Source: an optimization exercise on an open RTL-to-GDS flow (aim: small area, a short achievable clock period and few clock cycles). Production flows keep margins and buffers that such runs may drop.
Only simulation tests tie the RTL to the original design; equivalence was not proved.
Power is estimated from default activity; no workload was simulated.

Design ntt_intt_top_reg, start of the top module:
module ntt_intt_top_reg (
    input  wire        clk,
    input  wire        rst,
    input  wire        start,
    input  wire        mode,       
    output wire        done,
    output wire [7:0]  bram_addr_a,
    output wire        bram_we_a,
    output wire [15:0] bram_din_a,
    input  wire [15:0] bram_dout_a,
    output wire [7:0]  bram_addr_b,
    output wire        bram_we_b,
    output wire [15:0] bram_din_b,
    input  wire [15:0] bram_dout_b
);
Size in the first run: about 2,700 cells after synthesis, roughly 87 I/O pins, about 20,000 um2 of cells after synthesis.
Settings: LEC_CHECK=0, ABC_AREA=1, CAP_MARGIN=20, CORE_MARGIN=2, CORE_UTILIZATION=40, CTS_CLUSTER_DIAMETER=150, CTS_CLUSTER_SIZE=20, PLACE_DENSITY=0.6, SLEW_MARGIN=20, SYNTH_MEMORY_MAX_BITS=4096; clock period 18.0 ns.
standard.sh (not shown) runs the stock make flow with config.mk's settings and CLKGATE_MAP_FILE= SYNTH_SCRIPT=/design/flow/synth_recipe.tcl, a recipe that flattens the netlist after the stock synthesis.
==> flow/flow/run.sh <==
#!/bin/bash
# The standard layout (the standard.sh, all ORFS steps unchanged), except
# that buffer_ports puts a sky130_fd_sc_hd__buf_2 on every input and output
# port instead of the delay cell it picks by default.
set -euo pipefail
export BUFFER_PORTS_ARGS="-buffer_cell sky130_fd_sc_hd__buf_2"
bash standard.sh > standard_flow.log 2>&1
The starting point produced a clean layout.
Testbench counts at the start, summed over its fixed seeds: cycles 30,496.
Change:
--- a/flow/design.v
+++ b/flow/design.v
@@ -349,15 +349,15 @@
     reg [2:0]  pa;
     reg [7:0]  xa;
     reg        wa, la;    
     reg        mode_r;
     reg        we_r;
     reg        done_r;
     reg [7:0]  addr_a_r, addr_b_r;
-    reg [6:0]  k0, k1;
+    reg [6:0]  k0, k1, k2;
     wire       last_c = (cc == 8'd135);
     wire       last_s = last_c && (pc == 3'd6);
     wire [22:0] ag    = phys(pa, xa, mode_r);
     always @(posedge clk or posedge rst) begin
       if (rst) begin
         busy   <= 1'b0;
         run    <= 1'b0;
@@ -408,22 +408,21 @@
         addr_a_r <= 8'd0;
         addr_b_r <= mode ? 8'd2 : 8'd128;
         k0       <= mode ? 7'd127 : 7'd1;
       end else begin
         {addr_a_r, addr_b_r, k0} <= ag;
       end
       k1 <= k0;
+      k2 <= k1;
     end
     reg  [11:0] a0, b0;           
     reg         f2;               
     reg  [11:0] m1;               
     reg  [12:0] a1;
     reg  [10:0] zr;               
-    reg  [5:0]  zb_one, zb_two;   
-    reg  [4:0]  zb_neg;           
     reg  [8:0]  p4l;              
     reg  [15:0] p4s, p4c;
     reg  [11:0] a2;
     reg  [15:0] r1;               
     reg  [11:0] a3;
     reg  [12:0] r2;               
     reg  [11:0] a4;
@@ -432,20 +431,20 @@
     integer bi;
     wire [12:0] s2_s  = {1'b0, a0} + {1'b0, b0};
     wire [11:0] s2_pp = f2 ? (mode_r ? a0 : 12'd0) : b0;
     wire [11:0] s2_nn = f2 ? b0 : (mode_r ? a0 : 12'd0);
     wire [12:0] s2_d  = {1'b0, s2_pp} - {1'b0, s2_nn};
     wire [12:0] s2_dm = s2_d[12] ? s2_d + Q : s2_d;
     wire [12:0] zx = {1'b0, zr, 1'b0};
-    reg  [5:0]  zx_one, zx_two, zx_neg;
+    reg  [5:0]  zb_one, zb_two, zb_neg;
     always @* begin
       for (bi = 0; bi < 6; bi = bi + 1) begin
-        zx_one[bi] = zx[2*bi+1] ^ zx[2*bi];
-        zx_two[bi] = (zx[2*bi+2] & ~zx[2*bi+1] & ~zx[2*bi]) | (~zx[2*bi+2] & zx[2*bi+1] & zx[2*bi]);
-        zx_neg[bi] = zx[2*bi+2] & ~(zx[2*bi+1] & zx[2*bi]);
+        zb_one[bi] = zx[2*bi+1] ^ zx[2*bi];
+        zb_two[bi] = (zx[2*bi+2] & ~zx[2*bi+1] & ~zx[2*bi]) | (~zx[2*bi+2] & zx[2*bi+1] & zx[2*bi]);
+        zb_neg[bi] = zx[2*bi+2] & ~(zx[2*bi+1] & zx[2*bi]);
       end
     end
     reg  [23:0] rw [0:5];
     reg  [12:0] mg;
     reg  [5:0]  ng;
     always @* begin
       ng = {1'b0, zb_neg[4:0]};
@@ -500,18 +499,15 @@
     wire [12:0] s7_sumr = (s7_sum >= Q) ? s7_sum - Q : s7_sum;
     wire [12:0] s7_dif  = {1'b0, a5} - {1'b0, t5};
     wire [12:0] s7_difr = s7_dif[12] ? s7_dif + Q : s7_dif;
     wire [12:0] s7_h    = t5[0] ? {1'b0, t5} + Q : {1'b0, t5};
     always @(posedge clk) begin
       a0 <= bram_dout_a[11:0];
       b0 <= bram_dout_b[11:0];
-      zr <= zrom(k1);
-      zb_one <= zx_one;
-      zb_two <= zx_two;
-      zb_neg <= zx_neg[4:0];
+      zr <= zrom(k2);
       f2 <= zflip(k1);
       m1 <= s2_dm[11:0];
       a1 <= mode_r ? s2_s : {1'b0, a0};
       p4l <= s3_pl;
       p4s <= c4s[23:8];
       p4c <= c4c[23:8];
       a2 <= mode_r ? s3_sm[11:0] : a1[11:0];
Outcome:
- area after synthesis is lower slightly
- setup slack improved by 0.0059 ns
- synthesized cell count is about the same
- worst hold slack stays flat
- clock-buffer cell count is lower by 1
- routed wire length is lower by a few percent
- via count is lower slightly
- total power is lower by a few percent
- critical path depth does not change
- cell area is lower slightly
- first-iteration DRC count is higher by a few percent
Testbench counts after the change, summed over its fixed seeds: cycles 30,496.

-- port drivers added, routing unchanged --
Ports are ideal in the flow. The routed layouts listed here were re-timed in OpenROAD.
Step 1: set_driving_cell puts a clkbuf_16 on clk and a buf_2 on each other input, an assumption about the parent block.
Step 2 adds t to the input delays and takes it off the output delays; t is the mean of the earliest and latest rising clock arrival at the registers after step 1. Input paths then give back, and output paths get back, about the clock's delay inside the block.
Slacks: ideal ports / drivers / drivers and shift; pairs: ideal ports / drivers.
run	t, ns	setup slack, ns	cell pins on the clock port's net
the first run	0.563	13.357 / 13.304 / 13.661	1
the second run	0.568	13.363 / 13.310 / 13.366	1
After both steps every run listed still meets setup and hold.
